Source: an optimization exercise on an open RTL-to-GDS flow (aim: small area). Production flows keep margins and buffers that such runs may drop. In this exercise RTL edits were held to simulation tests only and were not proved equivalent to the original.

== lane 4 ==
## axi_timer_averager
module axi_timer_averager #(
    parameter integer DEFAULT_SAMPLES_SERIE = 2,
    parameter integer S_AXI_LITE_DATA_WIDTH = 32  ,
    parameter integer S_AXI_LITE_ADDR_WIDTH = 32
) (
    input  logic                                 CLK               ,
    input  logic                                 RESETN            ,
    input  logic [    S_AXI_LITE_ADDR_WIDTH-1:0] S_AXI_LITE_AWADDR ,
    input  logic [                          2:0] S_AXI_LITE_AWPROT ,
    input  logic                                 S_AXI_LITE_AWVALID,
    output logic                                 S_AXI_LITE_AWREADY,
    input  logic [    S_AXI_LITE_DATA_WIDTH-1:0] S_AXI_LITE_WDATA  ,
    input  logic [(S_AXI_LITE_DATA_WIDTH/8)-1:0] S_AXI_LITE_WSTRB  ,
    input  logic                                 S_AXI_LITE_WVALID ,
    output logic                                 S_AXI_LITE_WREADY ,
    output logic [                          1:0] S_AXI_LITE_BRESP  ,
    output logic                                 S_AXI_LITE_BVALID ,
    input  logic                                 S_AXI_LITE_BREADY ,
    input  logic [    S_AXI_LITE_ADDR_WIDTH-1:0] S_AXI_LITE_ARADDR ,
    input  logic [                          2:0] S_AXI_LITE_ARPROT ,
    input  logic                                 S_AXI_LITE_ARVALID,
    output logic                                 S_AXI_LITE_ARREADY,
    output logic [    S_AXI_LITE_DATA_WIDTH-1:0] S_AXI_LITE_RDATA  ,
    output logic [                          1:0] S_AXI_LITE_RRESP  ,
    output logic                                 S_AXI_LITE_RVALID ,
    input  logic                                 S_AXI_LITE_RREADY ,
    output logic [                         31:0] MSMT_VALUE        ,
    output logic                                 MSMT_VALID        ,
    input  logic                                 INTR
);
For scale: roughly 1400 cells after synthesis, roughly 0.015 mm^2 of cells after synthesis.
==> flow/config.mk <==
export PLATFORM = sky130hd
export DESIGN_NAME = axi_timer_averager
export DESIGN_NICKNAME = axi_timer_averager
export VERILOG_FILES = /design/flow/design.v
export SDC_FILE = /design/flow/constraint.sdc
export NUM_CORES = 4
export LEC_CHECK = 0
export CAP_MARGIN = 20
export CELL_PAD_IN_SITES_DETAIL_PLACEMENT = 1
export CELL_PAD_IN_SITES_GLOBAL_PLACEMENT = 2
export CORE_MARGIN = 2
export CORE_UTILIZATION = 60
export GPL_ROUTABILITY_DRIVEN = 1
export PLACE_DENSITY = 0.7
export SLEW_MARGIN = 20
==> flow/constraint.sdc <==
create_clock -name core_clock -period 8.0 [get_ports {CLK}]
set_input_delay 1.6000 -clock core_clock [delete_from_list [all_inputs] [get_ports {CLK}]]
set_output_delay 1.6000 -clock core_clock [all_outputs]
set_load 0.01 [all_outputs]
standard.sh (not shown) runs the stock make flow with config.mk's settings and CLKGATE_MAP_FILE= SYNTH_SCRIPT=/design/flow/synth_recipe.tcl, a recipe that flattens the netlist after the stock synthesis.
==> flow/flow/run.sh <==
#!/bin/bash
# Standard ORFS layout with two changes: ports are buffered with the smallest
# buffer, and clock tree synthesis inserts no dummy loads and uses larger
# sink clusters of clkbuf_8.
set -uo pipefail
bash standard.sh \
  "BUFFER_PORTS_ARGS=-buffer_cell sky130_fd_sc_hd__buf_1" \
  "CTS_ARGS=-sink_clustering_enable -repair_clock_nets -dont_use_dummy_load -sink_clustering_size 30 -sink_clustering_max_diameter 100 -buf_list sky130_fd_sc_hd__clkbuf_8" \
  finish > run_standard.log 2>&1
rc=$?
echo "standard.sh exit $rc"
exit $rc
The log for lane 4 ends in global placement without I/O (3_1_place_gp_skip_io) with error GPL-0301, so the run never completed.
diff inputs: lane 4 => lane 3
# lane 4
export LEC_CHECK = 0
export CAP_MARGIN = 20
export CELL_PAD_IN_SITES_DETAIL_PLACEMENT = 1
export CELL_PAD_IN_SITES_GLOBAL_PLACEMENT = 2
export CORE_MARGIN = 2
export CORE_UTILIZATION = 60
export GPL_ROUTABILITY_DRIVEN = 1
export PLACE_DENSITY = 0.7
export SLEW_MARGIN = 20
create_clock -name core_clock -period 8.0 [get_ports {CLK}]
# lane 3
export LEC_CHECK = 0
export CAP_MARGIN = 20
export CELL_PAD_IN_SITES_DETAIL_PLACEMENT = 1
export CELL_PAD_IN_SITES_GLOBAL_PLACEMENT = 2
export CORE_MARGIN = 2
export CORE_UTILIZATION = 35
export GPL_ROUTABILITY_DRIVEN = 1
export SLEW_MARGIN = 20
create_clock -name core_clock -period 8.0 [get_ports {CLK}]
==> flow/run.sh (new file) <==
#!/bin/bash
# synth_recipe.tcl (not shown) runs the flow's synth.tcl, then flattens the netlist and writes it again
# the make line also repeats each setting of config.mk as NAME=value (left out here)
make -C /OpenROAD-flow-scripts/flow DESIGN_CONFIG=/design/flow/config.mk WORK_HOME=/design/flow/orfs CLKGATE_MAP_FILE= SYNTH_SCRIPT=/design/flow/synth_recipe.tcl finish
removed: flow/flow/run.sh
removed: flow/standard.sh
Notes after the runs:
Lane 3 was carried through to the last stage, and its layout satisfied the timing, design-rule and antenna checks.
[compare] base=lane 4 new=lane 3: simple-gate area share of the yosys netlist stayed essentially flat; die height now sits higher.
Changes observed in lane 3 relative to lane 4: width of the die higher; area of the mapped netlist about even; initial core utilization went down 26 points.
Number of standard-cell rows in the floorplan, lane 3 vs lane 4: up by more than a quarter

==> what the ideal ports hide <==
Ports are ideal in the flow. The routed layout listed here was re-timed in OpenROAD. Step 1, drivers: a clkbuf_16 drives CLK and a buf_2 each remaining input, both assumed. Step 2 moves the port delays by t, midway between the first and last clock arrival at a register: inputs arrive t later, outputs are due t later. That takes back most of the time a late clock gives input paths. Three values: ideal, step 1, step 2; two values: the first two.
run: lane 3
shift t [ns]: 0.601
setup slack, ns: 1.205 / 1.205 / 1.205
worst setup path at the end: register to register
worst register clock-pin slew, ns: 0.06 / 0.06
worst slew at a driven data input, ns: 0.04
After both steps setup and hold are still met in lane 3. The setup slack of lane 3 moves by 0.000 ns with the drivers and by 0.000 ns with both steps.
